This is an optimization exercise on Yosys and OpenROAD, whose aim is small area, not a production implementation.
Where RTL was checked, it was by simulation tests only, not by an equivalence proof against the original.
For run 1, only the layout was checked, not whether the RTL still works.
No activity file was given, so power comes from the tool's default toggle rates.

## design.v

```verilog
module Lab1 (
	input        clk,
	input        rst,
	input        key0_in,
	output [6:0] min1,
	output [6:0] min2,
	output [6:0] sec1,
	output [6:0] sec2,
	output [6:0] ms1,
	output [6:0] ms2
);
reg k1, k2, k3;
always @(posedge clk or negedge rst)
	if (!rst) begin
		k1 <= 1'b0;
		k2 <= 1'b0;
		k3 <= 1'b0;
	end else begin
		k1 <= ~key0_in;
		k2 <= k1;
		k3 <= k2;
	end
reg run;
always @(posedge clk or negedge rst)
	if (!rst)
		run <= 1'b0;
	else if (~k2 & k3)
		run <= ~run;
reg  [5:0] pc;
wire tc = (pc == 6'h38);
wire zc = (pc == 6'h31);
wire fc = ^(pc & 6'h30) ^ 1'b0 ^ tc;
always @(posedge clk or negedge rst)
	if (!rst)
		pc <= 6'h22;
	else if (run | tc)
		pc <= {pc[4:0], fc};
wire inc_c = run & zc;
reg  [12:0] ps;
wire ts = (ps == 13'h1c40);
wire zs = (ps == 13'h1880);
wire fs = ^(ps & 13'h1004) ^ 1'b0 ^ ts;
always @(posedge clk or negedge rst)
	if (!rst)
		ps <= 13'h1101;
	else if (run | ts)
		ps <= {ps[11:0], fs};
wire inc_s = run & zs;
reg  [18:0] pm;
wire tm = (pm == 19'h1834);
wire zm = (pm == 19'h3069);
wire fm = ^(pm & 19'h48000) ^ 1'b0 ^ tm;
always @(posedge clk or negedge rst)
	if (!rst)
		pm <= 19'h60d2;
	else if (run | tm)
		pm <= {pm[17:0], fm};
wire inc_m = run & zm;
reg [3:0] c1, c2;
reg [3:0] s1, m1;
reg [2:0] s2, m2;
always @(posedge clk or negedge rst)
	if (!rst) begin
		c1 <= 4'd0; c2 <= 4'd0;
		s1 <= 4'd0; s2 <= 3'd0;
		m1 <= 4'd0; m2 <= 3'd0;
	end else begin
		if (inc_c) begin
			if (c1 == 4'd9) begin
				c1 <= 4'd0;
				c2 <= (c2 == 4'd9) ? 4'd0 : c2 + 4'd1;
			end else
				c1 <= c1 + 4'd1;
		end
		if (inc_s) begin
			if (s1 == 4'd9) begin
				s1 <= 4'd0;
				s2 <= (s2 == 3'd5) ? 3'd0 : s2 + 3'd1;
			end else
				s1 <= s1 + 4'd1;
		end
		if (inc_m) begin
			if (m1 == 4'd9) begin
				m1 <= 4'd0;
				m2 <= (m2 == 3'd5) ? 3'd0 : m2 + 3'd1;
			end else
				m1 <= m1 + 4'd1;
		end
	end
function [6:0] seg;
	input [3:0] d;
	case (d)
	4'd0: seg = 7'b1000000;
	4'd1: seg = 7'b1111001;
	4'd2: seg = 7'b0100100;
	4'd3: seg = 7'b0110000;
	4'd4: seg = 7'b0011001;
	4'd5: seg = 7'b0010010;
	4'd6: seg = 7'b0000010;
	4'd7: seg = 7'b1111000;
	4'd8: seg = 7'b0000000;
	default: seg = 7'b0011000;
	endcase
endfunction
assign ms1  = seg(c1);
assign ms2  = seg(c2);
assign sec1 = seg(s1);
assign sec2 = seg({1'b0, s2});
assign min1 = seg(m1);
assign min2 = seg({1'b0, m2});
endmodule
```

## flow/run.sh

```bash
#!/bin/bash
# Own layout flow: the standard ORFS flow with three changes:
#  - synthesis uses an area-oriented ABC script and skips Yosys's full/half-adder
#    extraction (everything else, including register naming, is the standard flow's synthesis);
#  - ports are buffered with the smallest buffer cell;
#  - clock tree built from small clock buffers, without dummy loads.
set -euo pipefail
W=$PWD
F=$W/flow
# synthesis script: synth_recipe.tcl, with ORFS's synth.tcl patched to use flow/area.abc
sed -e "s#^source \$::env(SCRIPTS_DIR)/synth_preamble.tcl\$#&\nset abc_args [lreplace \$abc_args 1 1 $F/area.abc]#" \
  "$FLOW_HOME/scripts/synth.tcl" > "$W/synth_body.tcl"
grep -q "area.abc" "$W/synth_body.tcl"
sed -e "s#^source \$::env(SCRIPTS_DIR)/synth.tcl\$#source $W/synth_body.tcl#" "$W/synth_recipe.tcl" > "$W/own_synth.tcl"
grep -q "synth_body.tcl" "$W/own_synth.tcl"
CTS="-sink_clustering_enable -repair_clock_nets -dont_use_dummy_load -buf_list $(cat $F/cts_bufs.txt)"
bash standard.sh \
  SYNTH_SCRIPT="$W/own_synth.tcl" \
  ADDER_MAP_FILE= \
  "BUFFER_PORTS_ARGS=-buffer_cell sky130_fd_sc_hd__buf_1" \
  "CTS_ARGS=$CTS" \
  finish > "$W/orfs_make.log" 2>&1
```

## flow/area.abc

```
strash
refactor
rewrite
balance
dch -f
amap
topo
dnsize -c
```

## flow/cts_bufs.txt

```
sky130_fd_sc_hd__clkbuf_4
```

## standard.sh

```bash
#!/bin/bash
# synth_recipe.tcl (not shown) runs the flow's synth.tcl, then flattens the netlist and writes it again
# the make line also repeats each setting of config.mk as NAME=value (left out here)
make -C /OpenROAD-flow-scripts/flow DESIGN_CONFIG=/design/flow/config.mk WORK_HOME=/design/flow/orfs CLKGATE_MAP_FILE= SYNTH_SCRIPT=/design/flow/synth_recipe.tcl "${@:-finish}"
```

## config.mk

```make
export PLATFORM = sky130hd
export DESIGN_NAME = Lab1
export DESIGN_NICKNAME = Lab1
export VERILOG_FILES = /design/flow/design.v
export SDC_FILE = /design/flow/constraint.sdc
export NUM_CORES = 4
export LEC_CHECK = 0
export CAP_MARGIN = 20
export CORE_MARGIN = 2
export CORE_UTILIZATION = 40
export SLEW_MARGIN = 20
```

## constraint.sdc

```tcl
create_clock -name core_clock -period 10.0 [get_ports {clk}]
set_input_delay 2.0000 -clock core_clock [delete_from_list [all_inputs] [get_ports {clk}]]
set_output_delay 2.0000 -clock core_clock [all_outputs]
set_load 0.01 [all_outputs]
```

==> results of run 1 <==
==> per-layer routing <==
metal	share of wire [%]	up-vias	wire, um
li1	-	1356	-
met3	3.6	11	210
met2	44	56	2531
met1	51	1183	2946
met5	0	-	0
met4	2.1	0	124
==> critical path: stages (launching register included) <==
cell	delay, ns
dfrtp_1	0.43
clkinv_1	0.17
nor2_1	0.20
o21ai_0	0.13
o22ai_1	0.18
buf_1	0.17
==> flip-flops by register name, summed over array words and instances (netlist names) <==
name	cells
pm	19
ps	13
pc	6
c1	4
c2	4
m1	4
s1	4
m2	3
s2	3
k1	1
k2	1
k3	1
run	1
==> metrics by stage <==
stage,instances,cell area [um2],setup WS (ns)
6_report,503,3435,6.319
5_1_grt,503,3435,6.130
4_1_cts,503,3435,6.305
3_5_place_dp,494,3367,6.745
3_3_place_gp,494,3367,6.758
2_1_floorplan,349,3062,6.775
==> final cells by class <==
type	instances	area share [%]
Clock buffer	9	1.967
Multi-Input combinational cell	237	36.87
Tap cell	99	3.607
Timing Repair Buffer	46	5.282
Sequential cell	64	47.03
Inverter	48	5.246
==> worst min-delay path by stage <==
| stage | startpoint | to | depth (start not counted) | slack, ns |
|---|---|---|---|---|
| floorplan | k1 | k2 | 0 | 0.33 |
| global placement | k1 | k2 | 0 | 0.33 |
| global route | k1 | k2 | 0 | 0.37 |
| CTS | k1 | k2 | 0 | 0.36 |
| detailed placement | k1 | k2 | 0 | 0.34 |
| finish | k1 | k2 | 0 | 0.36 |
==> synthesized netlist by cell type (2+ instances only) <==
master | number | area (um2)
dfstp_2 | 11 | 289.0
dfrtp_1 | 53 | 1326
or3_1 | 3 | 18.77
nand2_1 | 13 | 48.80
o32ai_1 | 2 | 17.52
o22a_1 | 16 | 140.1
nand3_1 | 6 | 30.03
a21o_1 | 2 | 15.01
o21a_1 | 2 | 15.01
nand4_1 | 3 | 18.77
nor3_1 | 20 | 100.1
or2_0 | 5 | 31.28
a22oi_1 | 2 | 15.01
nor2_1 | 80 | 300.3
or4_1 | 7 | 52.55
clkinv_1 | 48 | 180.2
a221oi_1 | 2 | 17.52
a31oi_1 | 2 | 12.51
nor2b_1 | 2 | 12.51
a21oi_1 | 27 | 135.1
nor4_1 | 7 | 43.79
o22ai_1 | 11 | 68.82
o21ai_0 | 10 | 50.05
a211oi_1 | 6 | 45.04
==> logic make-up (layout without fill, tap and decap cells) <==
logic type,after synthesis,in the layout,share of synthesized area (%)
AO/OA/AOI/OAI,87,87,18.88
flip-flops,64,64,52.76
AND/OR/NAND/NOR,150,150,22.48
buffers and inverters,48,103,5.885
==> layout by cell type (no fill, tap or decap), types with 2 or more instances in the layout <==
master    instances
nor2_1           80
dfrtp_1          53
clkinv_1         48
buf_1            43
a21oi_1          27
nor3_1           20
o22a_1           16
nand2_1          13
o22ai_1          11
dfstp_2          11
o21ai_0          10
clkbuf_4          9
nor4_1            7
or4_1             7
a211oi_1          6
nand3_1           6
or2_0             5
nand4_1           3
or3_1             3
a22oi_1           2
o21a_1            2
a21o_1            2
a31oi_1           2
nor2b_1           2
o32ai_1           2
a221oi_1          2
buf_4             2
==> where the power goes <==
part           total, mW  switching, mW  internal (mW)
clock network      0.117         0.0754         0.0418
logic              0.167         0.0926         0.0742
registers          0.412         0.0640          0.348
==> impl_metrics.json, run 1 <==
{
  "port-buffer-count": 44,
  "r2r_cells": 10,
  "fin_nets": 409,
  "pin_count": 45,
  "routed_wl_um": 5813,
  "timing.fmax_mhz": 271.7,
  "crit_path_end_kind": "output port",
  "chipHeight_um": 91.49,
  "min_period_ns": 3.681,
  "drv_slew": 0,
  "finalCritPeriodShare_pct": 36.81,
  "first_pass_iters": 5,
  "ant_nets": 0,
  "powerDensity_mw_per_mm2": 202.7,
  "die_area_mm2": 0.008370,
  "num-fill-cells": 701,
  "p_leak_nw": 1.271,
  "dp_hpwl_um": 4194,
  "grt.busiest_layer": "met2",
  "viasPerCell": 5.181,
  "startpoint": "m1[0]",
  "gr-usage-met1_pct": 20.60,
  "design.core.area_mm2": 0.007331,
  "grt_pass1_vias": 2397,
  "slew_headroom_pct": 43.55,
  "synth.avg_cell_area_um2": 8.773,
  "clock_skew_ns": 0.01843,
  "ys_warn_count": 1,
  "cts_resized": 0,
  "netlist_area_mm2": 0.003062,
  "path_class": "register to output port",
  "status": "timing/DRC/antenna clean",
  "r2r-start": "ps[3]",
  "drc": 0,
  "finalPower_mw": 0.6962,
  "ys_seq_area_share_pct": 52.76,
  "fp.dieW_um": 91.49,
  "critPathLaunchType": "register",
  "clkTransAtPathRegs_ns": 0.10,
  "multi_input_area_mm2": 0.001266,
  "grt_use_total_pct": 15.03,
  "numClockSinks": 64,
  "final_layout_size_suffix_gt1_share_pct": 5.693,
  "worstSkewPairLatency_ns": 0.40,
  "register_area_mm2": 0.001615,
  "timing.rr.end": "s1[3]",
  "antenna_found_initial": 0,
  "synthFlopType": "dfrtp_1",
  "r2r_slack_ns": 6.83,
  "synthCells": 349,
  "use_met2_pct": 22.67,
  "syn_nets": 352,
  "fin_util_pct": 46.85,
  "synth_edf_count": 0,
  "start_util_pct": 41.76,
  "ys_async_sr_fraction_pct": 100.0,
  "grt_pass1_wl_um": 10390,
  "vias": 2606,
  "grt_max_degree": 65,
  "cp.required_ns": 8.00,
  "drt_iter0_drc": 135,
  "worst_pin_slew_ns": 0.8436,
  "area_growth_pct": 12.18,
  "cts_tree": "built",
  "hold_buffers": 0,
  "diodes": 0,
  "synth.distinct_cells": 33,
  "maxCapViolations": 0,
  "tns_ns": 0,
  "use_met3_pct": 2.822,
  "crit_path_end": "min1[3]",
  "synth-seq-cells": 64,
  "rsz0062_at_grt": "false",
  "vdd_ir_drop_max_mv": 0.08828,
  "htreeDepth": 3,
  "post_cts_buffers": 0,
  "hold_class": "register to register",
  "arrival_ns": 1.68,
  "finalHoldViolCount": 0,
  "cts_buffer_depth": 2,
  "gp_congestion": 0.8574,
  "grt-ovfl-total": 0,
  "cts_buffers": 9,
  "std_cell_rows": 31,
  "cts_root_buffer": "clkbuf_4",
  "wl_per_cell_um": 11.56,
  "hold_slack_ns": 0.3571,
  "setup_violations": 0,
  "cp_max_fo": 5
}
==> inputs of run 2 (changes only) <==
==> design.v (replaced) <==
module Lab1 (
	input        clk,
	input        rst,
	input        key0_in,
	output [6:0] min1,
	output [6:0] min2,
	output [6:0] sec1,
	output [6:0] sec2,
	output [6:0] ms1,
	output [6:0] ms2
);
reg k1, k2, k3;
always @(posedge clk or negedge rst)
	if (!rst) begin
		k1 <= 1'b0;
		k2 <= 1'b0;
		k3 <= 1'b0;
	end else begin
		k1 <= ~key0_in;
		k2 <= k1;
		k3 <= k2;
	end
reg run;
always @(posedge clk or negedge rst)
	if (!rst)
		run <= 1'b0;
	else if (~k2 & k3)
		run <= ~run;
reg  [5:0] pc;
wire tc = (pc == 6'h38);
wire zc = (pc == 6'h31);
wire fc = ^(pc & 6'h30) ^ 1'b0 ^ tc;
always @(posedge clk or negedge rst)
	if (!rst)
		pc <= 6'h22;
	else if (run | tc)
		pc <= {pc[4:0], fc};
wire inc_c = run & zc;
reg  [12:0] ps;
wire ts = (ps == 13'h1c40);
wire zs = (ps == 13'h1880);
wire fs = ^(ps & 13'h1004) ^ 1'b0 ^ ts;
always @(posedge clk or negedge rst)
	if (!rst)
		ps <= 13'h1101;
	else if (run | ts)
		ps <= {ps[11:0], fs};
wire inc_s = run & zs;
reg  [18:0] pm;
wire tm = (pm == 19'h1834);
wire zm = (pm == 19'h3069);
wire fm = ^(pm & 19'h48000) ^ 1'b0 ^ tm;
always @(posedge clk or negedge rst)
	if (!rst)
		pm <= 19'h60d2;
	else if (run | tm)
		pm <= {pm[17:0], fm};
wire inc_m = run & zm;
reg [3:0] c1;
wire c1_n0 = (c1[2]) | (~c1[0]);
wire c1_n1 = (~c1[1] & c1[2]) | (c1[3]);
wire c1_n2 = (~c1[0] & c1[2]) | (c1[0] & ~c1[1] & ~c1[2]);
wire c1_n3 = (c1[0] & c1[1] & ~c1[3]) | (~c1[0] & c1[3]) | (c1[1] & c1[2]);
always @(posedge clk or negedge rst)
	if (!rst)
		c1 <= 4'd2;
	else if (inc_c)
		c1 <= {c1_n3, c1_n2, c1_n1, c1_n0};
wire c1_co = inc_c & ((c1[1] & c1[3]));
reg [3:0] c2;
wire c2_n0 = (~c2[2] & c2[3]) | (~c2[0]);
wire c2_n1 = (~c2[0] & c2[1]) | (c2[1] & ~c2[3]) | (~c2[0] & ~c2[3]);
wire c2_n2 = (~c2[0] & ~c2[1]) | (~c2[1] & c2[2]);
wire c2_n3 = (~c2[0] & ~c2[2] & ~c2[3]) | (c2[1]);
always @(posedge clk or negedge rst)
	if (!rst)
		c2 <= 4'd4;
	else if (c1_co)
		c2 <= {c2_n3, c2_n2, c2_n1, c2_n0};
reg [3:0] s1;
wire s1_n0 = (s1[2]) | (~s1[0]);
wire s1_n1 = (~s1[1] & s1[2]) | (s1[3]);
wire s1_n2 = (~s1[0] & s1[2]) | (s1[0] & ~s1[1] & ~s1[2]);
wire s1_n3 = (s1[0] & s1[1] & ~s1[3]) | (~s1[0] & s1[3]) | (s1[1] & s1[2]);
always @(posedge clk or negedge rst)
	if (!rst)
		s1 <= 4'd2;
	else if (inc_s)
		s1 <= {s1_n3, s1_n2, s1_n1, s1_n0};
wire s1_co = inc_s & ((s1[1] & s1[3]));
reg [2:0] s2;
wire s2_n0 = (~s2[2]);
wire s2_n1 = (~s2[0]);
wire s2_n2 = (~s2[1]);
always @(posedge clk or negedge rst)
	if (!rst)
		s2 <= 3'd4;
	else if (s1_co)
		s2 <= {s2_n2, s2_n1, s2_n0};
reg [3:0] m1;
wire m1_n0 = (m1[2]) | (~m1[0]);
wire m1_n1 = (~m1[1] & m1[2]) | (m1[3]);
wire m1_n2 = (~m1[0] & m1[2]) | (m1[0] & ~m1[1] & ~m1[2]);
wire m1_n3 = (m1[0] & m1[1] & ~m1[3]) | (~m1[0] & m1[3]) | (m1[1] & m1[2]);
always @(posedge clk or negedge rst)
	if (!rst)
		m1 <= 4'd2;
	else if (inc_m)
		m1 <= {m1_n3, m1_n2, m1_n1, m1_n0};
wire m1_co = inc_m & ((m1[1] & m1[3]));
reg [2:0] m2;
wire m2_n0 = (~m2[2]);
wire m2_n1 = (~m2[0]);
wire m2_n2 = (~m2[1]);
always @(posedge clk or negedge rst)
	if (!rst)
		m2 <= 3'd4;
	else if (m1_co)
		m2 <= {m2_n2, m2_n1, m2_n0};
assign ms1[0] = (c1[0] & ~c1[1] & ~c1[2]);
assign ms1[1] = (~c1[0] & c1[1] & c1[2]) | (c1[2] & c1[3]);
assign ms1[2] = (~c1[0] & ~c1[1] & ~c1[3]);
assign ms1[3] = (c1[0] & ~c1[2]);
assign ms1[4] = (c1[0] & ~c1[2]) | (c1[1] & c1[2]);
assign ms1[5] = (~c1[1] & ~c1[3]) | (c1[0] & ~c1[3]);
assign ms1[6] = (~c1[2] & ~c1[3]);
assign ms2[0] = (c2[1] & ~c2[3]) | (c2[0] & ~c2[1] & c2[3]);
assign ms2[1] = (~c2[2] & ~c2[3]);
assign ms2[2] = (~c2[0] & c2[1]);
assign ms2[3] = (c2[0] & c2[2]) | (c2[0] & ~c2[1] & c2[3]);
assign ms2[4] = (c2[0]);
assign ms2[5] = (c2[1]);
assign ms2[6] = (~c2[0] & c2[2]) | (c2[1] & c2[2]);
assign sec1[0] = (s1[0] & ~s1[1] & ~s1[2]);
assign sec1[1] = (~s1[0] & s1[1] & s1[2]) | (s1[2] & s1[3]);
assign sec1[2] = (~s1[0] & ~s1[1] & ~s1[3]);
assign sec1[3] = (s1[0] & ~s1[2]);
assign sec1[4] = (s1[0] & ~s1[2]) | (s1[1] & s1[2]);
assign sec1[5] = (~s1[1] & ~s1[3]) | (s1[0] & ~s1[3]);
assign sec1[6] = (~s1[2] & ~s1[3]);
assign sec2[0] = (~s2[1] & ~s2[2]) | (s2[1] & s2[2]);
assign sec2[1] = (s2[0] & s2[2]);
assign sec2[2] = (~s2[0] & ~s2[2]);
assign sec2[3] = (~s2[1] & ~s2[2]) | (s2[1] & s2[2]);
assign sec2[4] = (s2[1] & s2[2]) | (s2[0]);
assign sec2[5] = (s2[1]);
assign sec2[6] = (~s2[0] & s2[2]);
assign min1[0] = (m1[0] & ~m1[1] & ~m1[2]);
assign min1[1] = (~m1[0] & m1[1] & m1[2]) | (m1[2] & m1[3]);
assign min1[2] = (~m1[0] & ~m1[1] & ~m1[3]);
assign min1[3] = (m1[0] & ~m1[2]);
assign min1[4] = (m1[0] & ~m1[2]) | (m1[1] & m1[2]);
assign min1[5] = (~m1[1] & ~m1[3]) | (m1[0] & ~m1[3]);
assign min1[6] = (~m1[2] & ~m1[3]);
assign min2[0] = (~m2[1] & ~m2[2]) | (m2[1] & m2[2]);
assign min2[1] = (m2[0] & m2[2]);
assign min2[2] = (~m2[0] & ~m2[2]);
assign min2[3] = (~m2[1] & ~m2[2]) | (m2[1] & m2[2]);
assign min2[4] = (m2[1] & m2[2]) | (m2[0]);
assign min2[5] = (m2[1]);
assign min2[6] = (~m2[0] & m2[2]);
endmodule
==> flow/area.abc (replaced) <==
strash
&get -n
&deepsyn -T 60
&put
dch -f
amap
topo
dnsize -c
==> run 2 against run 1 <==
Net effect:
- routed wire length is 13% lower
- clock power about the same
- count of clock-buffer cells in the layout stayed put
- critical path depth did not move
- clock skew grew 0.0093 ns
- sequential cell count is the same
- core utilization decreased by 1.2 points
- fmax is 2.2% higher
- register-to-register slack improved by 0.43 ns
- first-iteration DRC count is 1.5% lower
- critical path type unchanged
- critical endpoint is now sec1[1]
==> impl_metrics.json, run 2 <==
{
  "status": "timing/DRC/antenna clean",
  "layout_common_cells": "clkinv_1, nor2_1, dfrtp_1",
  "netlist_area_mm2": 0.002785,
  "worstSkewPairLatency_ns": 0.39,
  "hold_slack_ns": 0.3507,
  "numClockSinks": 64,
  "gp_congestion": 0.7814,
  "drt_iter0_drc": 133,
  "area_growth_pct": 10.65,
  "ys_warn_count": 1,
  "path_class": "register to output port",
  "synth.distinct_cells": 23,
  "synthFlopType": "dfrtp_1",
  "fin_nets": 356,
  "grt_max_degree": 65,
  "clock_skew_ns": 0.02768,
  "fin_ws_ns": 6.398,
  "regMostFlops": "pm",
  "crit_path_max_incr_delay_ns": 0.56,
  "synthMuxAreaShare_pct": 0,
  "grt_use_total_pct": 14.60,
  "critPathBufInv": 3,
  "syn_nets": 306,
  "synth-xor-area-share_pct": 0,
  "powerDensity_mw_per_mm2": 199.9,
  "crit_slowest_cell": "dfstp_2",
  "port-buffer-count": 44,
  "reg_top3": "pm (19), ps (13), pc (6)",
  "post_cts_buffers": 0,
  "htreeDepth": 3,
  "synthSimpleGateAreaFrac_pct": 14.42,
  "clkTransAtPathRegs_ns": 0.08,
  "diodes": 0,
  "antenna_found_initial": 0,
  "synth_top_area_cell": "dfrtp_1",
  "synth_fa_ha_area_share_pct": 0,
  "synth_edf_count": 0,
  "routed_wl_um": 5081,
  "arrival_ns": 1.60,
  "timing.fmax_mhz": 277.6,
  "maxCapViolations": 0,
  "synth-compound-area-share_pct": 17.34,
  "cts_buffer_depth": 2,
  "grt-ovfl-total": 0,
  "finalHoldViolCount": 0,
  "post-place-ws_ns": 6.785,
  "synth.avg_cell_area_um2": 9.192,
  "cts_root_buffer": "clkbuf_4",
  "critPathLaunchType": "register",
  "min_period_ns": 3.602,
  "cpMostUsedCell": "clkinv_1",
  "wl_per_cell_um": 11.79,
  "synthCells": 303,
  "drc": 0,
  "dp_hpwl_um": 3495,
  "crit_path_end_kind": "output port",
  "cts_buffers": 9,
  "synth_top_area_share_pct": 42.23,
  "crit_family": "flip-flops",
  "synth_top_family_by_area": "compound AO/OA/AOI/OAI gates",
  "finalPower_mw": 0.6161,
  "fp.dieW_um": 87.45,
  "num-fill-cells": 644,
  "final_common_cell": "clkinv_1",
  "chipHeight_um": 87.45,
  "largest_register_ffs": 19,
  "design.core.area_mm2": 0.006756,
  "ant_nets": 0,
  "hold_class": "register to register",
  "grt_pass1_vias": 2070,
  "ys_seq_area_share_pct": 58.27,
  "hold_buffers": 0,
  "cp_max_fo": 4,
  "final_layout_size_suffix_gt1_share_pct": 7.977,
  "tns_ns": 0,
  "slew_headroom_pct": 39.23,
  "pin_count": 45,
  "synth_area_leaders": "dfrtp_1, dfstp_2, clkinv_1, nor2_1, o22ai_1",
  "viasPerCell": 5.132,
  "vias": 2212,
  "crit_chain": "clkinv_1, o21ai_0, clkinv_1, nor2_1, buf_1",
  "p_leak_nw": 1.161,
  "synth-seq-cells": 64,
  "cp.required_ns": 8.00,
  "first_pass_iters": 4,
  "worst_pin_slew_ns": 0.9082,
  "rsz0062_at_grt": "false",
  "ys_async_sr_fraction_pct": 100.0,
  "yosysMostFrequentCell": "clkinv_1",
  "start_util_pct": 41.22,
  "drv_slew": 0,
  "cts_resized": 0,
  "cts_tree": "built",
  "grt_pass1_wl_um": 8783,
  "finalCritPeriodShare_pct": 36.02,
  "vdd_ir_drop_max_mv": 0.07471,
  "ys_top_cells_by_count": "clkinv_1, nor2_1, dfrtp_1, o22ai_1, a21oi_1",
  "die_area_mm2": 0.007647,
  "setup_violations": 0,
  "std_cell_rows": 30
}
## run 2: cell count changes after synthesis, moves of 4 or more
cell	before	now
o22ai_1	11	27
nand3_1	6	2
buf_4	0	6
or2_0	5	1
nor3_1	20	3
clkinv_1	48	62
nor2_1	80	56
a21oi_1	27	19
o21ai_0	10	16
dfrtp_1	53	47
o22a_1	16	8
a211oi_1	6	0
dfstp_2	11	17
## run 2: metal layers
metal / vias to the layer above / track usage, % / wire length (um)
met5: - / 0 / 0
met4: 0 / 8.112 / 106
met3: 10 / 3.223 / 152
met2: 38 / 23.07 / 2319
met1: 1036 / 18.53 / 2503
li1: 1128 / - / -
## run 2: cell type report
| type | instances | area [um2] | share of cell area [%] |
|---|---|---|---|
| Tap cell | 80 | 100.1 | 3.248 |
| Timing Repair Buffer | 45 | 173.9 | 5.644 |
| Clock buffer | 9 | 67.56 | 2.192 |
| Sequential cell | 64 | 1623 | 52.66 |
| Multi-Input combinational cell | 171 | 884.6 | 28.70 |
| Inverter | 62 | 232.7 | 7.552 |
## run 2: final timing paths
path	from	endpoint	slack, ns	cells past startpoint
min in group asynchronous	rst	c2[0]	1.75	2
setup / recovery	s1[1]	sec1[1]	6.40	5
hold reg to reg	k1	k2	0.35	0
hold / removal	k1	k2	0.35	0
setup reg to reg	run	c2[1]	7.26	8
max in group asynchronous	rst	ps[10]	7.71	2
## run 2: cells by family (layout without fill, tap and decap cells)
group | after synthesis | in the layout
buffers and inverters | 68 | 116
flip-flops | 64 | 64
AND/OR/NAND/NOR | 93 | 93
AO/OA/AOI/OAI | 78 | 78
## run 2: power by group
group | internal, mW | switching, mW
clock | 0.0418 | 0.0767
combinational | 0.0475 | 0.0709
sequential | 0.333 | 0.0465
total | 0.422 | 0.194
## run 2: stage by stage
stage / cells / util (%) / instance area (um2)
3_3_place_gp: 422 / 44.61 / 3014
5_1_grt: 431 / 45.61 / 3082
6_report: 431 / 45.61 / 3082
2_1_floorplan: 303 / - / 2785
3_5_place_dp: 422 / 44.61 / 3014
4_1_cts: 431 / 45.61 / 3082
==> inputs of run 3 (changes only) <==
--- a/design.v
+++ b/design.v
@@ -20,6 +20,12 @@
 		k2 <= k1;
 		k3 <= k2;
 	end
+reg go;
+always @(posedge clk or negedge rst)
+	if (!rst)
+		go <= 1'b0;
+	else
+		go <= 1'b1;
 reg run;
 always @(posedge clk or negedge rst)
 	if (!rst)
@@ -30,8 +36,8 @@
 wire tc = (pc == 6'h38);
 wire zc = (pc == 6'h31);
 wire fc = ^(pc & 6'h30) ^ 1'b0 ^ tc;
-always @(posedge clk or negedge rst)
-	if (!rst)
+always @(posedge clk)
+	if (!go)
 		pc <= 6'h22;
 	else if (run | tc)
 		pc <= {pc[4:0], fc};
@@ -40,8 +46,8 @@
 wire ts = (ps == 13'h1c40);
 wire zs = (ps == 13'h1880);
 wire fs = ^(ps & 13'h1004) ^ 1'b0 ^ ts;
-always @(posedge clk or negedge rst)
-	if (!rst)
+always @(posedge clk)
+	if (!go)
 		ps <= 13'h1101;
 	else if (run | ts)
 		ps <= {ps[11:0], fs};
@@ -50,8 +56,8 @@
 wire tm = (pm == 19'h1834);
 wire zm = (pm == 19'h3069);
 wire fm = ^(pm & 19'h48000) ^ 1'b0 ^ tm;
-always @(posedge clk or negedge rst)
-	if (!rst)
+always @(posedge clk)
+	if (!go)
 		pm <= 19'h60d2;
 	else if (run | tm)
 		pm <= {pm[17:0], fm};
==> run 3 against run 2 <==
Net effect:
- still clean on timing, DRC and antenna
- sequential power is 23% lower
- clock power hardly changed
- routed wire length is 4.1% lower
- via count is 0.90% lower
- non-clock buffer count stayed put
- critical path type unchanged
==> impl_metrics.json, run 3 <==
{
  "critPathBufInv": 3,
  "min_period_ns": 3.645,
  "ys_top_cells_by_count": "clkinv_1, nor2_1, o22ai_1, dfxtp_1, dfrtp_1",
  "tns_ns": 0,
  "finalCritPeriodShare_pct": 36.45,
  "fin_util_pct": 46.11,
  "drv_slew": 0,
  "worst_pin_slew_ns": 0.9869,
  "hold_buffers": 0,
  "post_cts_buffers": 0,
  "final_layout_size_suffix_gt1_share_pct": 4.469,
  "cts_resized": 0,
  "ant_nets": 0,
  "htreeDepth": 3,
  "critPathLaunchType": "register",
  "reg_top3": "pm (19), ps (13), pc (6)",
  "post-place-ws_ns": 6.779,
  "fp.dieW_um": 85.19,
  "synthCells": 310,
  "diodes": 0,
  "viasPerCell": 5.039,
  "start_util_pct": 41.52,
  "ys_async_sr_fraction_pct": 41.54,
  "first_pass_iters": 4,
  "drc": 0,
  "setup_violations": 0,
  "wl_per_cell_um": 11.21,
  "p_leak_nw": 1.047,
  "synth_edf_count": 0,
  "cp.required_ns": 8.00,
  "layout_common_cells": "clkinv_1, nor2_1, buf_1",
  "clkTransAtPathRegs_ns": 0.10,
  "final_common_cell": "clkinv_1",
  "powerDensity_mw_per_mm2": 157.3,
  "status": "timing/DRC/antenna clean",
  "synth.avg_cell_area_um2": 8.504,
  "dp.cells": 426,
  "arrival_ns": 1.64,
  "hold-path-cell-count": 0,
  "hold_class": "register to register",
  "cts_root_buffer": "clkbuf_4",
  "vdd_ir_drop_max_mv": 0.08938,
  "worst-path-stages": 5,
  "grt-ovfl-total": 0,
  "timing.fmax_mhz": 274.4,
  "grt_use_total_pct": 14.63,
  "clock_skew_ns": 0.03160,
  "crit_family": "flip-flops",
  "synth-seq-cells": 65,
  "slew_headroom_pct": 33.96,
  "pin_count": 45,
  "largest_register_ffs": 19,
  "synth.distinct_cells": 23,
  "ys_warn_count": 1,
  "drt_iter0_drc": 98,
  "design.core.area_mm2": 0.006350,
  "grt_pass1_vias": 1969,
  "crit_path_end_kind": "output port",
  "synth_top_area_share_pct": 28.86,
  "cts_tree": "built",
  "r2r_cells": 8,
  "finalHoldViolCount": 0,
  "cts_buffer_depth": 2,
  "fin_nets": 363,
  "routed_wl_um": 4875,
  "grt_pass1_wl_um": 8397,
  "chipHeight_um": 85.19,
  "finalNonFillerCells": 435,
  "netlist_area_mm2": 0.002636,
  "cpMostUsedCell": "clkinv_1",
  "cp_max_fo": 3,
  "final_area_mm2": 0.002928,
  "area_growth_pct": 11.06,
  "place_area_mm2": 0.002860,
  "regMostFlops": "pm",
  "die_area_mm2": 0.007256,
  "dp_hpwl_um": 3575,
  "rsz0062_at_grt": "false",
  "port-buffer-count": 44,
  "syn_nets": 313,
  "synth_area_leaders": "dfxtp_1, dfrtp_1, clkinv_1, o22ai_1, nor2_1",
  "cts_buffers": 9,
  "ys_seq_area_share_pct": 54.77,
  "crit_path_max_incr_delay_ns": 0.56,
  "hold_slack_ns": 0.3521,
  "vias": 2192,
  "finalPower_mw": 0.4604,
  "path_class": "register to output port",
  "numClockSinks": 65,
  "std_cell_rows": 29,
  "synthFlopType": "dfxtp_1",
  "gp_congestion": 0.7810,
  "grt_max_degree": 28,
  "synth_top_area_cell": "dfxtp_1",
  "yosysMostFrequentCell": "clkinv_1",
  "antenna_found_initial": 0,
  "maxCapViolations": 0,
  "worstSkewPairLatency_ns": 0.39,
  "crit_slowest_cell": "dfstp_2",
  "crit_chain": "clkinv_1, o21ai_0, clkinv_1, nor2_1, buf_1",
  "fin_ws_ns": 6.355
}
run 3: cell families after synthesis:
| group | synth area share (%) |
|---|---|
| buf+inv | 12.10 |
| flops | 54.77 |
| compound gates | 18.94 |
| other cells | 0.1422 |
| simple gates | 14.05 |
run 3: layer usage:
metal  up-vias  track usage, %  share of wire (%)
met2        36           23.37                 46
met3        11           4.377                3.8
met1       993           17.57                 48
met4         0           8.225                2.1
li1       1152               -                  -
met5         -               0                  0
run 3: power by group:
part / switching, mW / total [mW] / internal, mW
Combinational: 0.0334 / 0.0515 / 0.0181
Clock: 0.0743 / 0.116 / 0.0418
Sequential: 0.0122 / 0.293 / 0.281
run 3: final timing paths:
check,to,slack [ns],from
setup reg to reg,c2[0],7.94,run
min in group asynchronous,s1[2],1.58,rst
hold reg to reg,k2,0.35,k1
max in group asynchronous,s2[2],8.09,rst
setup / recovery,ms1[1],6.36,c1[1]
hold / removal,k2,0.35,k1
run 3: layout make-up:
class,count,area [um2]
fill,655,3422
sequential,65,1444
multi-input combinational,166,873.3
inverter,73,274.0
timing repair buffer,45,172.7
tap,77,96.34
clock buffer,9,67.56
run 3: worst reg2reg max path, stage by stage, from the launching register on:
cell and delay (ns):
dfrtp_1 0.46, clkinv_1 0.16, o22ai_1 0.12, nor3_1 0.32
clkinv_1 0.20, nor2_1 0.19, nand2_1 0.19, o21ai_0 0.19
o21ai_0 0.10
==> inputs of run 4 (changes only) <==
--- a/flow/run.sh
+++ b/flow/run.sh
@@ -13,7 +13,7 @@
 grep -q "area.abc" "$W/synth_body.tcl"
 sed -e "s#^source \$::env(SCRIPTS_DIR)/synth.tcl\$#source $W/synth_body.tcl#" "$W/synth_recipe.tcl" > "$W/own_synth.tcl"
 grep -q "synth_body.tcl" "$W/own_synth.tcl"
-CTS="-sink_clustering_enable -repair_clock_nets -dont_use_dummy_load -buf_list $(cat $F/cts_bufs.txt)"
+CTS="$(cat $F/cts_args.txt)"
 bash standard.sh \
   SYNTH_SCRIPT="$W/own_synth.tcl" \
   ADDER_MAP_FILE= \
==> flow/cts_args.txt (new file) <==
-sink_clustering_enable -repair_clock_nets -dont_use_dummy_load -buf_list sky130_fd_sc_hd__clkbuf_8 -sink_clustering_size 35 -sink_clustering_max_diameter 300
removed: flow/cts_bufs.txt
==> run 4 against run 3 <==
Net effect:
- still clean
- sequential cell count unchanged
- clock power increased by about 40%
- critical path depth unchanged
- final cell count unchanged
- design area increased by 1.9%
- power increased by 10%
- routed wire length increased by 0.16%
- global-route usage decreased by 0.16 points
- hold slack got worse by 0.0062 ns
- die area unchanged
- non-clock buffer count unchanged
- area after synthesis unchanged
- critical endpoint is now ms2[0]
- largest cell class unchanged
==> impl_metrics.json, run 4 <==
{
  "rsz0062_at_grt": "false",
  "dp.cells": 426,
  "design.core.area_mm2": 0.006350,
  "pin_count": 45,
  "cpMostUsedCell": "clkinv_1",
  "netlist_area_mm2": 0.002636,
  "drc": 0,
  "ant_nets": 0,
  "cts_tree": "built",
  "synth_top_area_share_pct": 28.86,
  "start_util_pct": 41.52,
  "ys_warn_count": 1,
  "synth-compound-area-share_pct": 18.94,
  "powerDensity_mw_per_mm2": 169.8,
  "synthCells": 310,
  "synth-seq-cells": 65,
  "ys_async_sr_fraction_pct": 41.54,
  "hold_class": "register to register",
  "status": "timing/DRC/antenna clean",
  "synth_fa_ha_area_share_pct": 0,
  "num-fill-cells": 655,
  "maxCapViolations": 0,
  "routed_wl_um": 4883,
  "cts_buffer_depth": 2,
  "r2r_slack_ns": 7.94,
  "synthFlopType": "dfxtp_1",
  "crit_slowest_cell": "dfrtp_1",
  "critPathBufInv": 3,
  "numClockSinks": 65,
  "cts_buffers": 9,
  "hp-start": "k1",
  "min_period_ns": 3.580,
  "layout_common_cells": "clkinv_1, nor2_1, buf_1",
  "final_common_cell": "clkinv_1",
  "crit_family": "flip-flops",
  "arrival_ns": 1.58,
  "grt-ovfl-total": 0,
  "chipHeight_um": 85.19,
  "finalNonFillerCells": 435,
  "path_class": "register to output port",
  "vias": 2179,
  "regMostFlops": "pm",
  "synthMuxAreaShare_pct": 0,
  "post_cts_buffers": 0,
  "synth_area_leaders": "dfxtp_1, dfrtp_1, clkinv_1, o22ai_1, nor2_1",
  "crit_chain": "clkinv_1, nor2_1, clkinv_1, o22ai_1, buf_1",
  "drt_iter0_drc": 133,
  "tns_ns": 0,
  "synth.distinct_cells": 23,
  "setup_violations": 0,
  "ys_top_cells_by_count": "clkinv_1, nor2_1, o22ai_1, dfxtp_1, dfrtp_1",
  "clkTransAtPathRegs_ns": 0.06,
  "finalCritPeriodShare_pct": 35.80,
  "first_pass_iters": 4,
  "timing.rr.end": "c2[0]",
  "r2r-start": "run",
  "min_to": "k2",
  "area_growth_pct": 13.19,
  "synth.avg_cell_area_um2": 8.504,
  "worstSkewPairLatency_ns": 0.34,
  "yosysMostFrequentCell": "clkinv_1",
  "multi_input_area_um2": 873.3,
  "clock_skew_ns": 0.01827,
  "p_leak_nw": 1.070,
  "synth_edf_count": 0,
  "cts_resized": 0,
  "grt_pass1_vias": 1947,
  "r2r_cells": 8,
  "reg_top3": "pm (19), ps (13), pc (6)",
  "grt_pass1_wl_um": 8321,
  "syn_nets": 313,
  "hold_buffers": 0,
  "slew_headroom_pct": 35.16,
  "vdd_ir_drop_max_mv": 0.1015,
  "grt_use_total_pct": 14.46,
  "synth_top_area_cell": "dfxtp_1",
  "largest_register_ffs": 19,
  "grt_max_degree": 28,
  "register_area_mm2": 0.001444,
  "htreeDepth": 3,
  "final_layout_size_suffix_gt1_share_pct": 4.469,
  "crit_path_end_kind": "output port",
  "fp.dieW_um": 85.19,
  "fin_nets": 363,
  "finalHoldViolCount": 0,
  "synth-xor-area-share_pct": 0,
  "timing.fmax_mhz": 279.4,
  "ys_seq_area_share_pct": 54.77,
  "worst_pin_slew_ns": 0.9690,
  "synth_top_family_by_area": "compound AO/OA/AOI/OAI gates",
  "std_cell_rows": 29,
  "diodes": 0,
  "cp.required_ns": 8.00,
  "viasPerCell": 5.009,
  "drv_slew": 0,
  "crit_path_max_incr_delay_ns": 0.44,
  "port-buffer-count": 44,
  "cts_root_buffer": "clkbuf_8",
  "cp_max_fo": 6,
  "synthSimpleGateAreaFrac_pct": 14.05,
  "hold-path-cell-count": 0,
  "die_area_mm2": 0.007256,
  "dp_hpwl_um": 3575,
  "gp_congestion": 0.7810,
  "wl_per_cell_um": 11.23,
  "antenna_found_initial": 0,
  "critPathLaunchType": "register"
}
==> run 4: per-layer routing <==
metal	share of wire, %	track usage, %
met2	46	22.73
met5	0	0
met3	4.0	4.669
met4	1.8	6.926
met1	49	18.01
==> run 4: worst max path at each step <==
stage | startpoint | cells past startpoint | slack [ns] | endpoint
final | c2[0] | 5 | 6.42 | ms2[0]
after global routing | s1[1] | 5 | 6.21 | sec1[1]
after CTS | c1[1] | 5 | 6.40 | ms1[1]
after detailed placement | c1[1] | 5 | 6.78 | ms1[1]
after global placement | c1[1] | 5 | 6.81 | ms1[1]
after floorplan | c1[1] | 4 | 6.83 | ms1[1]
==> run 4: cells by family after synthesis <==
family	count (synthesis)
AOI/OAI and AO/OA	79
buffers and inverters	79
DFF	65
other	1
and+or+nand+nor	86
==> run 4: area by class of cell <==
class | instances | share of cell area, %
flip-flops and latches | 65 | 48.39
multi-input cells | 166 | 29.27
inverters | 73 | 9.182
repair buffers | 45 | 5.786
clock buffers | 9 | 4.151
well taps | 77 | 3.229
==> run 4: worst reg2reg max path, delay by kind of cell, from the launching register on <==
kind                   cells  cell delay (ns)
AOI/OAI and AO/OA          3             0.41
buffers and inverters      2             0.36
DFF                        1             0.44
and+or+nand+nor            3             0.72
==> run 4: through the flow <==
step	power (mW)	util [%]	instance area [um2]	hold WS [ns]	setup slack [ns]
finish	0.5068	47.00	2984	0.3459	6.420
global route	0.5360	47.00	2984	0.3689	6.208
CTS	0.5129	47.00	2984	0.3495	6.403
detailed placement	0.3507	45.04	2860	0.3358	6.779
global placement	0.3501	45.04	2860	0.3364	6.807
floorplan	0.3347	-	2636	0.3312	6.830
==> run 4: report_power, final <==
group | total (mW) | switching, mW | internal [mW]
sequential | 0.293 | 0.0121 | 0.281
clock | 0.162 | 0.0822 | 0.0799
combinational | 0.0514 | 0.0333 | 0.0181
total | 0.507 | 0.128 | 0.379
==> inputs of run 5 (changes only) <==
==> flow/cts_args.txt (replaced) <==
-repair_clock_nets -dont_use_dummy_load -buf_list sky130_fd_sc_hd__clkbuf_4
==> run 5 against run 4 <==
Net effect:
- fmax fell by 1.8%
- clock skew rose by 0.013 ns
- design area fell by 1.9%
- critical path depth did not move
==> impl_metrics.json, run 5 <==
{
  "synth.distinct_cells": 23,
  "reg_top3": "pm (19), ps (13), pc (6)",
  "viasPerCell": 5.039,
  "cts_tree": "built",
  "pin_count": 45,
  "dp.cells": 426,
  "antenna_found_initial": 0,
  "worstSkewPairLatency_ns": 0.39,
  "hold_buffers": 0,
  "grt-ovfl-total": 0,
  "fin_util_pct": 46.11,
  "clkTransAtPathRegs_ns": 0.10,
  "cp_max_fo": 3,
  "synth_edf_count": 0,
  "vias": 2192,
  "routed_wl_um": 4875,
  "final_layout_size_suffix_gt1_share_pct": 4.469,
  "diodes": 0,
  "drv_slew": 0,
  "drt_iter0_drc": 98,
  "final_common_cell": "clkinv_1",
  "dp_hpwl_um": 3575,
  "cts_root_buffer": "clkbuf_4",
  "synth-seq-cells": 65,
  "syn_nets": 313,
  "finalPower_mw": 0.4604,
  "synth_top_area_share_pct": 28.86,
  "yosysMostFrequentCell": "clkinv_1",
  "ys_warn_count": 1,
  "chipHeight_um": 85.19,
  "crit_chain": "clkinv_1, o21ai_0, clkinv_1, nor2_1, buf_1",
  "wl_per_cell_um": 11.21,
  "timing.fmax_mhz": 274.4,
  "grt_pass1_vias": 1969,
  "start_util_pct": 41.52,
  "num-fill-cells": 655,
  "status": "timing/DRC/antenna clean",
  "p_leak_nw": 1.047,
  "finalCritPeriodShare_pct": 36.45,
  "drc": 0,
  "path_class": "register to output port",
  "layout_common_cells": "clkinv_1, nor2_1, buf_1",
  "synth_area_leaders": "dfxtp_1, dfrtp_1, clkinv_1, o22ai_1, nor2_1",
  "tns_ns": 0,
  "vdd_ir_drop_max_mv": 0.08938,
  "grt_max_degree": 28,
  "critPathLaunchType": "register",
  "design.core.area_mm2": 0.006350,
  "netlist_area_mm2": 0.002636,
  "ys_async_sr_fraction_pct": 41.54,
  "finalNonFillerCells": 435,
  "first_pass_iters": 4,
  "synth.avg_cell_area_um2": 8.504,
  "largest_register_ffs": 19,
  "arrival_ns": 1.64,
  "ys_top_cells_by_count": "clkinv_1, nor2_1, o22ai_1, dfxtp_1, dfrtp_1",
  "htreeDepth": 3,
  "synth_top_area_cell": "dfxtp_1",
  "regMostFlops": "pm",
  "post_cts_buffers": 0,
  "rsz0062_at_grt": "false",
  "powerDensity_mw_per_mm2": 157.3,
  "cp.required_ns": 8.00,
  "cts_buffers": 9,
  "clock_skew_ns": 0.03160,
  "finalHoldViolCount": 0,
  "hold_class": "register to register",
  "crit_path_max_incr_delay_ns": 0.56,
  "min_period_ns": 3.645,
  "ys_seq_area_share_pct": 54.77,
  "area_growth_pct": 11.06,
  "synthFlopType": "dfxtp_1",
  "numClockSinks": 65,
  "setup_violations": 0,
  "cts_resized": 0,
  "maxCapViolations": 0,
  "std_cell_rows": 29,
  "synthCells": 310,
  "ant_nets": 0,
  "fp.dieW_um": 85.19,
  "gp_congestion": 0.7810,
  "crit_slowest_cell": "dfstp_2",
  "grt_pass1_wl_um": 8397,
  "cpMostUsedCell": "clkinv_1",
  "fin_nets": 363,
  "cts_buffer_depth": 2,
  "crit_path_end_kind": "output port",
  "die_area_mm2": 0.007256,
  "slew_headroom_pct": 33.96,
  "port-buffer-count": 44,
  "grt_use_total_pct": 14.63,
  "worst_pin_slew_ns": 0.9869
}
==> run 5: changes by cell type in the layout (fill, tap and decap cells not counted) <==
cell,before,now
clkbuf_4,0,9
clkbuf_8,9,0
==> run 5: kinds of logic (layout without fill, tap and decap cells) <==
kind of cell    Yosys count  count (layout)  synth area share, %
compound gates           79              79                18.94
simple gates             86              86                14.05
buf+inv                  79             127                12.10
flops                    65              65                54.77
other cells               1               1               0.1422
==> run 5: path summary, 6_finish.rpt <==
kind	cells past startpoint	endpoint	slack [ns]	start
max	5	ms1[1]	6.36	c1[1]
min	0	k2	0.35	k1
max reg2reg	8	c2[0]	7.94	run
min reg2reg	0	k2	0.35	k1
max in group asynchronous	2	s2[2]	8.09	rst
min in group asynchronous	2	s1[2]	1.58	rst
==> run 5: per-stage QoR <==
stage               setup WS, ns  area, um2  hold WS [ns]
floorplan                  6.830       2636        0.3312
global placement           6.807       2860        0.3364
detailed placement         6.779       2860        0.3358
CTS                        6.324       2928        0.3569
global route               6.126       2928        0.3763
finish                     6.355       2928        0.3521
==> run 5: area by class of cell <==
class                           instances  area (um2)  share of cell area [%]
Clock buffer                            9       67.56                   2.308
Inverter                               73       274.0                   9.359
Multi-Input combinational cell        166       873.3                   29.83
Sequential cell                        65        1444                   49.32
Tap cell                               77       96.34                   3.291
Timing Repair Buffer                   45       172.7                   5.897
==> run 5: worst max-delay path: cells and delay by family (launching register included) <==
family / cells / cell delay [ns]
AOI/OAI and AO/OA: 1 / 0.22
and+or+nand+nor: 1 / 0.10
DFF: 1 / 0.56
buffers and inverters: 3 / 0.37
==> run 5: metal layers <==
metal,vias up,share of wire (%),track usage (%)
li1,1152,-,-
met1,993,48,17.57
met2,36,46,23.37
met3,11,3.8,4.377
met4,0,2.1,8.225
met5,-,0,0
==> run 5: report_power, final <==
group | switching [mW] | leakage, nW | internal (mW) | total [mW]
Combinational | 0.0334 | 0.350 | 0.0181 | 0.0515
Clock | 0.0743 | 0.0414 | 0.0418 | 0.116
Sequential | 0.0122 | 0.656 | 0.281 | 0.293
==> inputs of run 6 (changes only) <==
==> flow/cts_args.txt (replaced) <==
-sink_clustering_enable -repair_clock_nets -dont_use_dummy_load -buf_list sky130_fd_sc_hd__clkbuf_16 -sink_clustering_size 100 -sink_clustering_max_diameter 500
==> run 6 against run 5 <==
Net effect:
- still clean on timing, DRC and antenna
- hold slack lost 0.0092 ns
- via count shrank 0.27%
- die area is the same
- power grew 29%
- largest cell class unchanged
==> impl_metrics.json, run 6 <==
{
  "grt_pass1_vias": 1960,
  "clock_skew_ns": 0.01337,
  "cp.required_ns": 8.00,
  "gp_congestion": 0.7810,
  "finalCritPeriodShare_pct": 35.51,
  "dp_hpwl_um": 3575,
  "power_switching_share_pct": 22.86,
  "ys_seq_area_share_pct": 54.77,
  "p_clk_share_pct": 41.6,
  "viasPerCell": 5.025,
  "worst_pin_slew_ns": 0.9833,
  "r2r_slack_ns": 7.94,
  "post-place-ws_ns": 6.779,
  "regMostFlops": "pm",
  "cts_resized": 0,
  "synth.avg_cell_area_um2": 8.504,
  "layout_common_cells": "clkinv_1, nor2_1, buf_1",
  "diodes": 0,
  "synth_fa_ha_area_share_pct": 0,
  "synth-xor-area-share_pct": 0,
  "vdd_ir_drop_max_mv": 0.1143,
  "cts_buffer_depth": 2,
  "ant_nets": 0,
  "register_area_mm2": 0.001444,
  "cts_root_buffer": "clkbuf_16",
  "worst-path-stages": 5,
  "numClockSinks": 65,
  "startpoint": "c1[1]",
  "crit_path_max_incr_delay_ns": 0.54,
  "grt_use_total_pct": 14.51,
  "rsz0062_at_grt": "false",
  "drv_slew": 0,
  "synth_top_family_by_area": "compound AO/OA/AOI/OAI gates",
  "grt_pass1_wl_um": 8424,
  "multi_input_area_um2": 873.3,
  "fp.dieW_um": 85.19,
  "cts_tree": "built",
  "synthMuxAreaShare_pct": 0,
  "path_class": "register to output port",
  "drc": 0,
  "hold_buffers": 0,
  "die_area_mm2": 0.007256,
  "hold_class": "register to register",
  "synth_top_area_cell": "dfxtp_1",
  "antenna_found_initial": 0,
  "fin_nets": 363,
  "synth_area_leaders": "dfxtp_1, dfrtp_1, clkinv_1, o22ai_1, nor2_1",
  "cpMostUsedCell": "clkinv_1",
  "clkTransAtPathRegs_ns": 0.05,
  "chipHeight_um": 85.19,
  "synth-compound-area-share_pct": 18.94,
  "reg_top3": "pm (19), ps (13), pc (6)",
  "synthFlopType": "dfxtp_1",
  "critPathBufInv": 3,
  "wl_per_cell_um": 11.18,
  "synth_edf_count": 0,
  "crit_path_end": "ms1[1]",
  "synth_top_area_share_pct": 28.86,
  "cp_max_fo": 3,
  "p_comb_share_pct": 8.7,
  "timing.rr.end": "c2[0]",
  "final_layout_size_suffix_gt1_share_pct": 4.469,
  "cts_buffers": 9,
  "crit_family": "flip-flops",
  "grt_max_degree": 28,
  "largest_register_ffs": 19,
  "final_common_cell": "clkinv_1",
  "crit_path_end_kind": "output port",
  "slew_headroom_pct": 34.21,
  "htreeDepth": 3,
  "crit_slowest_cell": "dfstp_2",
  "fin_ws_ns": 6.449,
  "start_util_pct": 41.52,
  "ys_async_sr_fraction_pct": 41.54,
  "drt_iter0_drc": 89,
  "synthSimpleGateAreaFrac_pct": 14.05,
  "pin_count": 45,
  "worstSkewPairLatency_ns": 0.32,
  "synthCells": 310,
  "timing.fmax_mhz": 281.6,
  "first_pass_iters": 4,
  "syn_nets": 313,
  "arrival_ns": 1.55,
  "r2r_cells": 8,
  "r2r-start": "run",
  "status": "timing/DRC/antenna clean",
  "finalHoldViolCount": 0,
  "switching_power_mw": 0.1353,
  "p_leak_nw": 1.117,
  "maxCapViolations": 0,
  "synth-seq-cells": 65,
  "port-buffer-count": 44,
  "p_seq_share_pct": 49.7,
  "synth.distinct_cells": 23,
  "routed_wl_um": 4865,
  "std_cell_rows": 29,
  "critPathLaunchType": "register",
  "post_cts_buffers": 0,
  "num-fill-cells": 638,
  "powerDensity_mw_per_mm2": 191.8,
  "tns_ns": 0,
  "design.core.area_mm2": 0.006350,
  "setup_violations": 0,
  "netlist_area_mm2": 0.002636,
  "vias": 2186,
  "grt-ovfl-total": 0,
  "ys_top_cells_by_count": "clkinv_1, nor2_1, o22ai_1, dfxtp_1, dfrtp_1",
  "area_growth_pct": 17.04,
  "yosysMostFrequentCell": "clkinv_1",
  "p_int_mw": 0.4565,
  "ys_warn_count": 1,
  "crit_chain": "clkinv_1, o21ai_0, clkinv_1, nor2_1, buf_1",
  "min_period_ns": 3.551
}
[run 6: changes by cell type in the layout (fill, tap and decap cells not counted)]
cell / previous run / this run
clkbuf_16: 0 / 9
clkbuf_4: 9 / 0
[run 6: power by group through the flow]
| stage | logic [mW] | registers (mW) | clock network [mW] |
|---|---|---|---|
| after floorplan | 0.0391 | 0.296 | 0 |
| after global placement | 0.0518 | 0.298 | 0 |
| after detailed placement | 0.0521 | 0.299 | 0 |
| after CTS | 0.0522 | 0.294 | 0.254 |
| after global routing | 0.0588 | 0.297 | 0.269 |
| final | 0.0515 | 0.294 | 0.246 |
[run 6: per-stage QoR]
stage	std cells	area (um2)	util, %	hold slack, ns	power, mW
after detailed placement	426	2860	45.04	0.3358	0.3507
after CTS	435	3085	48.59	0.3464	0.6000
final	435	3085	48.59	0.3429	0.5918
after global routing	435	3085	48.59	0.3647	0.6245
after floorplan	310	2636	-	0.3312	0.3347
after global placement	426	2860	45.04	0.3364	0.3501
[run 6: layer usage]
metal,vias to the layer above,routed length [um],track usage (%)
met1,990,2320,17.89
met3,7,188,4.669
met4,0,71,6.494
met5,-,0,0
met2,36,2285,23.22
li1,1153,-,-
[run 6: cell type report]
class | instances | share of cell area (%)
Sequential cell | 65 | 46.80
Tap cell | 77 | 3.122
Clock buffer | 9 | 7.299
Multi-Input combinational cell | 166 | 28.30
Timing Repair Buffer | 45 | 5.596
Inverter | 73 | 8.881
[run 6: worst min-delay path by stage]
stage,to,slack [ns],start,cells past startpoint
6_report,k2,0.34,k1,0
5_1_grt,k2,0.36,k1,0
4_1_cts,k2,0.35,k1,0
3_5_place_dp,k2,0.34,k1,0
3_3_place_gp,k2,0.34,k1,0
2_1_floorplan,k2,0.33,k1,0
[run 6: worst register-to-register path: cells and delay by family (launching register included)]
| kind | cells | cell delay, ns |
|---|---|---|
| AND/OR/NAND/NOR | 3 | 0.71 |
| buffers and inverters | 2 | 0.36 |
| flip-flops | 1 | 0.44 |
| AO/OA/AOI/OAI | 3 | 0.41 |
[run 6: cells by family (layout without fill, tap and decap cells)]
kind of cell / count (synthesis) / in the layout
other cells: 1 / 1
compound gates: 79 / 79
buf+inv: 79 / 127
flops: 65 / 65
simple gates: 86 / 86
==> inputs of run 7 (changes only) <==
==> flow/cts_args.txt (replaced) <==
-sink_clustering_enable -repair_clock_nets -dont_use_dummy_load -buf_list sky130_fd_sc_hd__clkbuf_4 -sink_buffer_max_cap_derate 0.1
==> run 7 against run 6 <==
Net effect:
- fmax decreased by 2.6%
- synthesized cell count unchanged
- routed wire length up 0.21%
- count of clock-buffer cells in the layout did not move
- critical path depth stayed put
- clock power is 53% lower
==> impl_metrics.json, run 7 <==
{
  "status": "timing/DRC/antenna clean",
  "fin_util_pct": 46.11,
  "fin_ws_ns": 6.355,
  "ys_top_cells_by_count": "clkinv_1, nor2_1, o22ai_1, dfxtp_1, dfrtp_1",
  "wl_per_cell_um": 11.21,
  "antenna_found_initial": 0,
  "startpoint": "c1[1]",
  "netlist_area_mm2": 0.002636,
  "drt_iter0_drc": 98,
  "numClockSinks": 65,
  "port-buffer-count": 44,
  "viasPerCell": 5.039,
  "clkTransAtPathRegs_ns": 0.10,
  "finalCritPeriodShare_pct": 36.45,
  "timing.rr.end": "c2[0]",
  "drv_slew": 0,
  "fin_nets": 363,
  "r2r_slack_ns": 7.94,
  "start_util_pct": 41.52,
  "maxCapViolations": 0,
  "area_growth_pct": 11.06,
  "worstSkewPairLatency_ns": 0.39,
  "regMostFlops": "pm",
  "multi_input_area_um2": 873.3,
  "num-fill-cells": 655,
  "routed_wl_um": 4875,
  "dp_hpwl_um": 3575,
  "vdd_ir_drop_max_mv": 0.08938,
  "setup_violations": 0,
  "layout_common_cells": "clkinv_1, nor2_1, buf_1",
  "std_cell_rows": 29,
  "fp.dieW_um": 85.19,
  "cp.required_ns": 8.00,
  "crit_chain": "clkinv_1, o21ai_0, clkinv_1, nor2_1, buf_1",
  "powerDensity_mw_per_mm2": 157.3,
  "reg_top3": "pm (19), ps (13), pc (6)",
  "first_pass_iters": 4,
  "ys_seq_area_share_pct": 54.77,
  "synth-seq-cells": 65,
  "largest_register_ffs": 19,
  "cts_buffer_depth": 2,
  "chipHeight_um": 85.19,
  "pin_count": 45,
  "arrival_ns": 1.64,
  "grt_pass1_wl_um": 8397,
  "cp_max_fo": 3,
  "cts_buffers": 9,
  "timing.fmax_mhz": 274.4,
  "synth.distinct_cells": 23,
  "synth_top_area_cell": "dfxtp_1",
  "design.core.area_mm2": 0.006350,
  "synthCells": 310,
  "r2r-start": "run",
  "synth.avg_cell_area_um2": 8.504,
  "grt-ovfl-total": 0,
  "cts_resized": 0,
  "htreeDepth": 3,
  "synth_area_leaders": "dfxtp_1, dfrtp_1, clkinv_1, o22ai_1, nor2_1",
  "syn_nets": 313,
  "hold_class": "register to register",
  "worst_pin_slew_ns": 0.9869,
  "drc": 0,
  "final_common_cell": "clkinv_1",
  "grt_use_total_pct": 14.63,
  "synth_edf_count": 0,
  "crit_slowest_cell": "dfstp_2",
  "post_cts_buffers": 0,
  "synthFlopType": "dfxtp_1",
  "hold_buffers": 0,
  "ys_async_sr_fraction_pct": 41.54,
  "finalHoldViolCount": 0,
  "crit_path_max_incr_delay_ns": 0.56,
  "cts_tree": "built",
  "synth_top_area_share_pct": 28.86,
  "die_area_mm2": 0.007256,
  "final_area_mm2": 0.002928,
  "min_period_ns": 3.645,
  "rsz0062_at_grt": "false",
  "diodes": 0,
  "ys_warn_count": 1,
  "ant_nets": 0,
  "grt_max_degree": 28,
  "grt_pass1_vias": 1969,
  "tns_ns": 0,
  "post-place-ws_ns": 6.779,
  "cts_root_buffer": "clkbuf_4",
  "final_layout_size_suffix_gt1_share_pct": 4.469,
  "critPathLaunchType": "register",
  "register_area_mm2": 0.001444,
  "vias": 2192,
  "yosysMostFrequentCell": "clkinv_1",
  "clock_skew_ns": 0.03160,
  "p_leak_nw": 1.047,
  "crit_path_end_kind": "output port",
  "crit_path_end": "ms1[1]",
  "gp_congestion": 0.7810,
  "slew_headroom_pct": 33.96,
  "r2r_cells": 8,
  "place_area_mm2": 0.002860,
  "cpMostUsedCell": "clkinv_1",
  "path_class": "register to output port"
}
[run 7: cell types whose count changed in the layout (fill, tap and decap cells not counted)]
cell | before | now
clkbuf_16 | 9 | 0
clkbuf_4 | 0 | 9
[run 7: stage by stage]
stage	hold WS (ns)	power, mW	cells
after global routing	0.3763	0.4898	435
after detailed placement	0.3358	0.3507	426
final	0.3521	0.4604	435
after CTS	0.3569	0.4678	435
after floorplan	0.3312	0.3347	310
after global placement	0.3364	0.3501	426
[run 7: layer usage]
layer	GRT usage, %	up-vias	routed length, um
met5	0	-	0
li1	-	1152	-
met3	4.377	11	185
met4	8.225	0	102
met2	23.37	36	2256
met1	17.57	993	2331
[run 7: worst min path at each step]
stage | startpoint | endpoint | slack, ns | cells after the start
after floorplan | k1 | k2 | 0.33 | 0
after global placement | k1 | k2 | 0.34 | 0
after detailed placement | k1 | k2 | 0.34 | 0
after CTS | k1 | k2 | 0.36 | 0
after global routing | k1 | k2 | 0.38 | 0
final | k1 | k2 | 0.35 | 0
[run 7: cells by family after synthesis]
family	Yosys count	share of synthesized area (%)
DFF	65	54.77
other	1	0.1422
AOI/OAI and AO/OA	79	18.94
and+or+nand+nor	86	14.05
buffers and inverters	79	12.10
[run 7: final cells by class]
type / count / share of cell area (%)
clock buffer: 9 / 2.308
multi-input combinational: 166 / 29.83
tap: 77 / 3.291
timing repair buffer: 45 / 5.897
sequential: 65 / 49.32
inverter: 73 / 9.359
[run 7: power by group]
group	switching, mW	internal, mW
Combinational	0.0334	0.0181
Sequential	0.0122	0.281
Clock	0.0743	0.0418
Total	0.120	0.341
[run 7: worst max-delay path: cells and delay by family (launching register included)]
kind | cells | cell delay, ns
flip-flops | 1 | 0.56
buffers and inverters | 3 | 0.37
AO/OA/AOI/OAI | 1 | 0.22
AND/OR/NAND/NOR | 1 | 0.10
==> inputs of run 8 (changes only) <==
==> flow/cts_args.txt (replaced) <==
-sink_clustering_enable -repair_clock_nets -dont_use_dummy_load -buf_list sky130_fd_sc_hd__clkbuf_8 -sink_clustering_buffer sky130_fd_sc_hd__clkbuf_8 -sink_buffer_max_cap_derate 0.1 -sink_clustering_size 40 -sink_clustering_max_diameter 400
==> run 8 against run 7 <==
Net effect:
- synthesized cell count unchanged
- sequential cell count unchanged
- critical path depth unchanged
- sequential share of layout area decreased by 0.93 points
- clock power increased by about 40%
- final cell count unchanged
- register-to-register slack about the same
- via count decreased by 0.59%
- highest routed layer unchanged
- routed wire length increased by 0.16%
==> impl_metrics.json, run 8 <==
{
  "chipHeight_um": 85.19,
  "numClockSinks": 65,
  "use_met3_pct": 4.669,
  "drv_slew": 0,
  "multi_input_area_um2": 873.3,
  "crit_chain": "clkinv_1, nor2_1, clkinv_1, o22ai_1, buf_1",
  "antenna_found_initial": 0,
  "fin_ws_ns": 6.420,
  "yosysMostFrequentCell": "clkinv_1",
  "p_clk_share_pct": 32.0,
  "fp.dieW_um": 85.19,
  "setup_violations": 0,
  "routed_wl_um": 4883,
  "arrival_ns": 1.58,
  "crit_family": "flip-flops",
  "worstSkewPairLatency_ns": 0.34,
  "viasPerCell": 5.009,
  "reg_top3": "pm (19), ps (13), pc (6)",
  "vdd_ir_drop_max_mv": 0.1015,
  "ys_top_cells_by_count": "clkinv_1, nor2_1, o22ai_1, dfxtp_1, dfrtp_1",
  "gr-usage-met1_pct": 18.01,
  "synthFlopType": "dfxtp_1",
  "switching_power_mw": 0.1276,
  "path_class": "register to output port",
  "finalCritPeriodShare_pct": 35.80,
  "clock_skew_ns": 0.01827,
  "area_growth_pct": 13.19,
  "post-place-ws_ns": 6.779,
  "synth.distinct_cells": 23,
  "gp_congestion": 0.7810,
  "finalHoldViolCount": 0,
  "port-buffer-count": 44,
  "diodes": 0,
  "cts_resized": 0,
  "timing.fmax_mhz": 279.4,
  "grt_pass1_vias": 1947,
  "grt_max_degree": 28,
  "largest_register_ffs": 19,
  "ant_nets": 0,
  "drt_iter0_drc": 133,
  "synth_top_area_share_pct": 28.86,
  "p_leak_nw": 1.070,
  "cp.required_ns": 8.00,
  "synthCells": 310,
  "dp_hpwl_um": 3575,
  "fin_nets": 363,
  "drc": 0,
  "min_period_ns": 3.580,
  "regMostFlops": "pm",
  "tns_ns": 0,
  "final_common_cell": "clkinv_1",
  "final_layout_size_suffix_gt1_share_pct": 4.469,
  "layout_common_cells": "clkinv_1, nor2_1, buf_1",
  "critPathLaunchType": "register",
  "post_cts_buffers": 0,
  "grt_pass1_wl_um": 8321,
  "crit_path_max_incr_delay_ns": 0.44,
  "std_cell_rows": 29,
  "synth_edf_count": 0,
  "synth-seq-cells": 65,
  "synth_area_leaders": "dfxtp_1, dfrtp_1, clkinv_1, o22ai_1, nor2_1",
  "cts_buffer_depth": 2,
  "wl_per_cell_um": 11.23,
  "clkTransAtPathRegs_ns": 0.06,
  "power_switching_share_pct": 25.17,
  "status": "timing/DRC/antenna clean",
  "netlist_area_mm2": 0.002636,
  "final_area_mm2": 0.002984,
  "htreeDepth": 3,
  "hold_class": "register to register",
  "register_area_mm2": 0.001444,
  "ys_warn_count": 1,
  "start_util_pct": 41.52,
  "synth_top_area_cell": "dfxtp_1",
  "worst_pin_slew_ns": 0.9690,
  "num-fill-cells": 655,
  "cp_max_fo": 6,
  "ys_seq_area_share_pct": 54.77,
  "crit_path_end_kind": "output port",
  "grt.busiest_layer": "met2",
  "cts_root_buffer": "clkbuf_8",
  "powerDensity_mw_per_mm2": 169.8,
  "cts_buffers": 9,
  "p_comb_share_pct": 10.1,
  "slew_headroom_pct": 35.16,
  "pin_count": 45,
  "rsz0062_at_grt": "false",
  "synth.avg_cell_area_um2": 8.504,
  "maxCapViolations": 0,
  "place_area_mm2": 0.002860,
  "first_pass_iters": 4,
  "die_area_mm2": 0.007256,
  "use_met2_pct": 22.73,
  "vias": 2179,
  "grt-ovfl-total": 0,
  "p_int_mw": 0.3792,
  "cpMostUsedCell": "clkinv_1",
  "cts_tree": "built",
  "grt_use_total_pct": 14.46,
  "critPathBufInv": 3,
  "ys_async_sr_fraction_pct": 41.54,
  "design.core.area_mm2": 0.006350,
  "hold_buffers": 0,
  "p_seq_share_pct": 57.9,
  "crit_slowest_cell": "dfrtp_1",
  "syn_nets": 313
}
run 8: kinds of logic (layout without fill, tap and decap cells):
logic type / count (synthesis) / after routing / share of synthesized area (%)
simple gates: 86 / 86 / 14.05
flops: 65 / 65 / 54.77
compound gates: 79 / 79 / 18.94
buf+inv: 79 / 127 / 12.10
other cells: 1 / 1 / 0.1422
run 8: cell type report:
cell class	instances	area share (%)
clock buffer	9	4.151
inverter	73	9.182
multi-input combinational	166	29.27
sequential	65	48.39
tap	77	3.229
timing repair buffer	45	5.786
run 8: worst paths after layout:
| kind | from | to | slack (ns) | depth (start not counted) |
|---|---|---|---|---|
| max in group asynchronous | rst | s2[2] | 8.04 | 2 |
| min | k1 | k2 | 0.35 | 0 |
| max reg2reg | run | c2[0] | 7.94 | 8 |
| max | c2[0] | ms2[0] | 6.42 | 5 |
| min reg2reg | k1 | k2 | 0.35 | 0 |
| min in group asynchronous | rst | s1[2] | 1.64 | 2 |
run 8: metrics by stage:
step | instances | hold WS [ns] | util (%) | power (mW)
after detailed placement | 426 | 0.3358 | 45.04 | 0.3507
after floorplan | 310 | 0.3312 | - | 0.3347
after global routing | 435 | 0.3689 | 47.00 | 0.5360
after CTS | 435 | 0.3495 | 47.00 | 0.5129
final | 435 | 0.3459 | 47.00 | 0.5068
after global placement | 426 | 0.3364 | 45.04 | 0.3501
run 8: worst register-to-register path: stages, from the launching register on:
cell      delay (ns)
dfrtp_1         0.44
clkinv_1        0.16
o22ai_1         0.12
nor3_1          0.34
clkinv_1        0.20
nor2_1          0.19
nand2_1         0.19
o21ai_0         0.19
o21ai_0         0.10
run 8: power by group through the flow:
| stage | sequential, mW | combinational [mW] | clock (mW) |
|---|---|---|---|
| 6_report | 0.293 | 0.0514 | 0.162 |
| 5_1_grt | 0.296 | 0.0588 | 0.181 |
| 4_1_cts | 0.294 | 0.0522 | 0.167 |
| 3_5_place_dp | 0.299 | 0.0521 | 0 |
| 3_3_place_gp | 0.298 | 0.0518 | 0 |
| 2_1_floorplan | 0.296 | 0.0391 | 0 |
run 8: metal layers:
layer | part of all wire (%) | routed length [um]
met1 | 49 | 2369
met2 | 46 | 2231
met3 | 4.0 | 195
met4 | 1.8 | 87
met5 | 0 | 0

Re-timed with assumed drivers on the ports (clkbuf_16 on the clock, buf_2 on other inputs), run 8 has 6.393 ns of setup slack against 6.420 ns with ideal ports, and 6.748 ns once port delays also move by the mid clock arrival of 0.355 ns.
